Source: an optimization exercise on an open RTL-to-GDS flow (aim: small area, a short achievable clock period and few clock cycles). Production flows keep margins and buffers that such runs may drop.
Function was not checked in any run shown here: the RTL went through the layout flow alone.

==> flow/design.v (outline; a module is shown in full before it is edited, if it fits) <==
// module FA: 10 lines
// module INV: 3 lines
// module NAND2: 3 lines
// module NOR2: 3 lines
// module XOR2: 3 lines
// module XNOR2: 3 lines
// module A21OI: 3 lines
// module O21AI: 3 lines
// module Bitblade: 1889 lines
// module Cfu: 58 lines
module Cfu (
  input               cmd_valid,
  output              cmd_ready,
  input      [9:0]    cmd_payload_function_id,
  input      [31:0]   cmd_payload_inputs_0,
  input      [31:0]   cmd_payload_inputs_1,
  output              rsp_valid,
  input               rsp_ready,
  output     [31:0]   rsp_payload_outputs_0,
  input               reset,
  input               clk
);
  // ...
==> flow/flow/run.sh <==
#!/bin/bash
# Standard layout, with the port buffers made from sky130_fd_sc_hd__buf_2 cells instead of
# the delay cells the flow picks by default.  make's output goes to
# standard.log; each tool's own log is under orfs/logs/.
set -euo pipefail
export BUFFER_PORTS_ARGS="-buffer_cell sky130_fd_sc_hd__buf_2"
bash standard.sh > standard.log 2>&1
==> flow/standard.sh <==
#!/bin/bash
# synth_recipe.tcl (not shown) runs the flow's synth.tcl, then flattens the netlist and writes it again
# the make line also repeats each setting of config.mk as NAME=value (left out here)
make -C /OpenROAD-flow-scripts/flow DESIGN_CONFIG=/design/flow/config.mk WORK_HOME=/design/flow/orfs CLKGATE_MAP_FILE= SYNTH_SCRIPT=/design/flow/synth_recipe.tcl "${@:-finish}"
==> flow/config.mk <==
export PLATFORM = sky130hd
export DESIGN_NAME = Cfu
export DESIGN_NICKNAME = Cfu
export VERILOG_FILES = /design/flow/design.v
export SDC_FILE = /design/flow/constraint.sdc
export NUM_CORES = 4
export LEC_CHECK = 0
export CAP_MARGIN = 20
export CORE_MARGIN = 2
export CORE_UTILIZATION = 40
export SETUP_SLACK_MARGIN = 1.5
export SLEW_MARGIN = 20
export SYNTH_HIERARCHICAL = 1
export SYNTH_MINIMUM_KEEP_SIZE = 0
==> flow/constraint.sdc <==
create_clock -name core_clock -period 13.5 [get_ports {clk}]
set_input_delay 2.7000 -clock core_clock [delete_from_list [all_inputs] [get_ports {clk}]]
set_output_delay 2.7000 -clock core_clock [all_outputs]
set_load 0.01 [all_outputs]
==> metrics.cfg, run 1 <==
[critical_path]
startpoint=cmd_payload_inputs_0[13]
path_depth=20
rrSetupSlack_ns=6.50
critPathCapture=rsp_payload_outputs_0[17]
slowest_delay_ns=0.57
worst_setup_path_start_kind=input port
cpMaxStageDelayCell=fa_1

[placed_design]
io_buffers=105
dp_cells=1437

[final_layout]
clock_buffers=6
multi_input_area_share=0.791
fin_nets=1459
largest_class=multi-input combinational cells
n_all_inverters=69
largest_reg_flops=32
multiInputGateArea_mm2=0.00876
final_cell_mix=fa_1, nand2_1, nand3_1
syn_to_final_growth_pct=6.79
final_util=0.438

[sta]
maxClockFrequency_mhz=86.2
grt_setup_unrepaired=no
min_period_over_period=0.860
worst_slack_ns=1.90
slew_headroom=0.498
final.setup.tns_ns=0

[floorplanning]
core-area_mm2=0.0253
die-area_mm2=0.0273

[grt]
antenna_found_initial=0
grt_overflow_total=0

[routing]
wl_met3_um=1940
wl_met1_um=12100
wl_met2_um=13600

[cts]
cts_buffer_depth=2
cts_root_buf=clkbuf_16

[synth]
synth_xor_area_frac=0.0321
synth_seq_cells=46
seq_area_frac_synth=0.0887
synthMuxAreaShare=0.0322
post-synth-top-count-cell=fa_1
netlist.area_leader.share=0.498
yosysWarnings=7

[status]
status=no timing/DRC/antenna violations

==> run 2, diff against run 1 <==
--- a/flow/config.mk
+++ b/flow/config.mk
@@ -10,2 +10,3 @@
 export CORE_UTILIZATION = 40
+export PLACE_DENSITY = 0.75
 export SETUP_SLACK_MARGIN = 1.5
==> run 2 against run 1 <==
Net effect: first-iteration DRC count rose by 52%; critical path depth grew 1; design area hardly changed; flip-flop and latch count stayed put; largest cell class unchanged; clock skew grew 0.0046 ns; hold slack gained 0.0046 ns; wire length down 0.94%; non-clock buffer count up 1.
==> metrics.cfg, run 2 <==
[worst_hold_path]
hold_depth=2  ; unchanged
min_to=ups[10]  ; was ups[5]
hold_path.class=register to register  ; unchanged
worstHoldStart=ups[10]  ; was ups[5]

[sta]
hold_violations=0  ; unchanged
slew_headroom=0.297  ; was 0.498
grt_setup_unrepaired=no  ; unchanged
maxClockFrequency_mhz=85.9  ; was 86.2 MHz
min_period_over_period=0.862  ; was 0.860
final.setup.tns_ns=0  ; unchanged
worst_pin_slew_ns=1.05  ; was 0.751 ns
slew_violations=0  ; unchanged
period_needed_ns=11.64  ; was 11.60 ns
worst_slack_ns=1.86  ; was 1.90 ns
fin_worst_skew_ns=0.00986  ; was 0.00524 ns
finalSetupViolations=0  ; unchanged

[routing]
vias=7940  ; was 7674
antenna_left=0  ; unchanged
drcViolationCount=0  ; unchanged
wirelength_um=27800  ; was 28000 µm
drt_iter0_markers=689  ; was 454
drt-pass1-iter-count=9  ; was 5
vias_per_cell=5.49  ; was 5.31
drt-wirelength-per-cell_um=19.2  ; was 19.4 µm

[synth]
synth_seq_cells=46  ; unchanged
synthFlopType=dfxtp_1  ; unchanged
post-synth-top-count-cell=fa_1  ; unchanged
syn_inst=1105  ; unchanged
yosysWarnings=7  ; unchanged
netlist.area_leader.share=0.498  ; unchanged
yosysUniqueCellTypes=40  ; unchanged
synthTopCellsByArea=fa_1, dfxtp_1, nand2_1, nand3_1, clkbuf_1  ; unchanged
async_reset_ff_frac=0  ; unchanged
seq_area_frac_synth=0.0887  ; unchanged
yosysTopAreaCell=fa_1  ; unchanged
netlist_top_cells_count=fa_1, nand2_1, nand3_1, clkbuf_1, inv_1  ; unchanged
netlist_area_mm2=0.0104  ; unchanged
synth_nets=1450  ; unchanged
syn_avg_cell_area_um2=9.39  ; unchanged
synth-edff-count=0  ; unchanged

[floorplanning]
die-area_mm2=0.0273  ; unchanged
die_w_um=165  ; unchanged
core-area_mm2=0.0253  ; unchanged
pin_count=112  ; unchanged
std_cell_rows=58  ; unchanged
initial_core_util=0.410  ; unchanged
die_h_um=165  ; unchanged

[grt]
grt_usage=0.219  ; about the same
grt_pass1_vias=8620  ; was 8135
grt_start_max_net_pins=115  ; was 161
antenna_found_initial=0  ; unchanged
grt_first_pass_wirelength_um=45400  ; was 45000 µm
grt_overflow_total=0  ; unchanged

[cts]
h-tree-depth=2  ; unchanged
cts_root_buf=clkbuf_16  ; unchanged
clkTransAtPathRegs_ns=0.07  ; was 0.06 ns
cts_tree=yes  ; unchanged
cts_sinks=46  ; unchanged
cts_hold_buf=0  ; unchanged
cts_buffer_depth=2  ; unchanged
numCtsBuffers=5  ; unchanged
insertion_delay_ns=0.29  ; about the same

[final_layout]
syn_to_final_growth_pct=6.77  ; was 6.79%
n_fill_cell=2443  ; was 2436
fin_nets=1460  ; was 1459
top_regs=acc: 32 flops, ups: 11 flops  ; unchanged
top_register=acc  ; unchanged
final_cell_mix=fa_1, nand2_1, nand3_1  ; unchanged
final_common_cell=fa_1  ; unchanged
largest_reg_flops=32  ; unchanged
drive_gt1_frac=0.168  ; was 0.166
final_util=0.438  ; about the same

[status]
status=no timing/DRC/antenna violations  ; unchanged

[critical_path]
cp-end-kind=output port  ; unchanged
r2r-start=mode  ; unchanged
crit_required_ns=10.80  ; about the same
critPathMaxFanout=17  ; was 8
worst_setup_path_start_kind=input port  ; unchanged
worstSetupPathType=input port to output port  ; unchanged
rrSetupSlack_ns=6.18  ; was 6.50 ns
reg2reg_depth=19  ; unchanged
arrival_ns=8.94  ; was 8.90 ns
r2r-end=acc[30]  ; was acc[31]

[flow_run]
cap_violations=0  ; unchanged

[placed_design]
place_ws_ns=1.73  ; was 1.75 ns
io_buffers=105  ; unchanged
hpwl_um=23500  ; was 23900 µm
gp_congestion=0.921  ; was 0.871

run 2: timing repair:
item,4_1_cts,5_1_grt
hold endpoints to repair,0,0
resized for setup,0,1
setup buffers,0,0
endpoints found under the setup margin,0,9
run 2: per-layer routing:
metal | global-route usage | vias up | share of wire
met5 | 0 | - | 0
met4 | 0.0711 | 0 | 0.039
met3 | 0.0527 | 75 | 0.094
met2 | 0.364 | 383 | 0.48
met1 | 0.282 | 4001 | 0.38
li1 | - | 3481 | -
run 2: worst max path at each step:
stage | from | endpoint | slack (ns) | depth (start not counted)
2_1_floorplan | cmd_payload_inputs_1[7] | rsp_payload_outputs_0[30] | 2.31 | 22
3_3_place_gp | cmd_payload_inputs_1[4] | rsp_payload_outputs_0[25] | 1.78 | 21
3_5_place_dp | cmd_payload_inputs_1[4] | rsp_payload_outputs_0[30] | 1.73 | 21
4_1_cts | cmd_payload_inputs_1[4] | rsp_payload_outputs_0[30] | 1.72 | 21
5_1_grt | cmd_payload_inputs_1[4] | rsp_payload_outputs_0[30] | 1.54 | 21
6_report | cmd_payload_inputs_1[4] | rsp_payload_outputs_0[30] | 1.86 | 21
run 2: kinds of logic (layout without fill, tap and decap cells):
family,after synthesis,in the layout,synth area share
other,0,1,0
adder cells (fa/ha/maj),267,267,0.508
AO/OA/AOI/OAI,79,79,0.0527
flip-flops,46,46,0.0887
XOR/XNOR,38,38,0.0321
AND/OR/NAND/NOR,469,469,0.218
buffers and inverters,175,186,0.0685
multiplexers,31,31,0.0322
run 2: metrics by stage:
| stage | hold WS, ns | area (µm²) | std cells |
|---|---|---|---|
| 5_1_grt | 0.497 | 11100 | 1446 |
| 6_report | 0.476 | 11100 | 1447 |
| 4_1_cts | 0.478 | 11100 | 1446 |
| 2_1_floorplan | 0.444 | 10400 | 1105 |
| 3_5_place_dp | 0.467 | 10900 | 1438 |
| 3_3_place_gp | 0.454 | 10900 | 1438 |
run 2: per-module statistics from Yosys (local to each module, per instance):
| module | cell area (µm²) | copies in the design | cells | flops+latches |
|---|---|---|---|---|
| A21OI | 8.76 | 29 | 1 | 0 |
| Bitblade | 2580 | 1 | 517 | 0 |
| Cfu | 1610 | 1 | 149 | 46 |
| FA | 20.0 | 258 | 1 | 0 |
| INV | 3.75 | 28 | 1 | 0 |
| NAND2 | 3.75 | 37 | 1 | 0 |
| NOR2 | 3.75 | 32 | 1 | 0 |
| O21AI | 5.00 | 20 | 1 | 0 |
| XNOR2 | 8.76 | 9 | 1 | 0 |
| XOR2 | 8.76 | 26 | 1 | 0 |
run 2: layout make-up:
class	instances	area, µm²	area share
inverter	69	259	0.0234
tap	330	413	0.0373
antenna	1	2.50	0.000226
clock buffer	5	125	0.0113
clock inverter	3	45.0	0.00406
multi-input combinational	884	8760	0.791
sequential	46	921	0.0831
timing repair buffer	109	556	0.0501
run 2: worst max-delay path, stage by stage:
cell and delay (ns):
buf_2 0.22, nand2_1 0.12, fa_1 0.52, fa_1 0.59, fa_1 0.44, fa_1 0.53
or2_2 0.32, fa_1 0.39, fa_1 0.43, fa_1 0.54, nor2_1 0.18, nand2_1 0.08
o21ai_1 0.48, a21oi_2 0.20, inv_1 0.11, a21oi_2 0.07, o21ai_1 0.19, and2_2 0.36
nor2_1 0.07, a31oi_1 0.22, buf_2 0.18

==> re-timing with driven ports <==
In the flow no input, the clock included, has a driving cell. The finished layouts below were timed again as built, in two steps.
Step 1: set_driving_cell puts a clkbuf_16 on clk and a buf_2 on each other input, an assumption about the parent block.
Step 2 adds t to the input delays and takes it off the output delays; t is the mean of the earliest and latest rising clock arrival at the registers after step 1. Input paths then give back, and output paths get back, about the clock's delay inside the block.
a / b / c = ideal / step 1 / step 2; a / b = the first two.
run	shift t [ns]	setup slack, ns	worst hold slack (ns)
run 1	0.325	1.897 / 1.861 / 1.861	0.471 / 0.471 / 0.471
run 2	0.316	1.859 / 1.829 / 1.829	0.476 / 0.476 / 0.476
After both steps setup and hold are still met in every run listed. For run 1, which loses most, drivers alone change the setup slack by -0.036 ns; drivers and shift together by -0.036 ns.
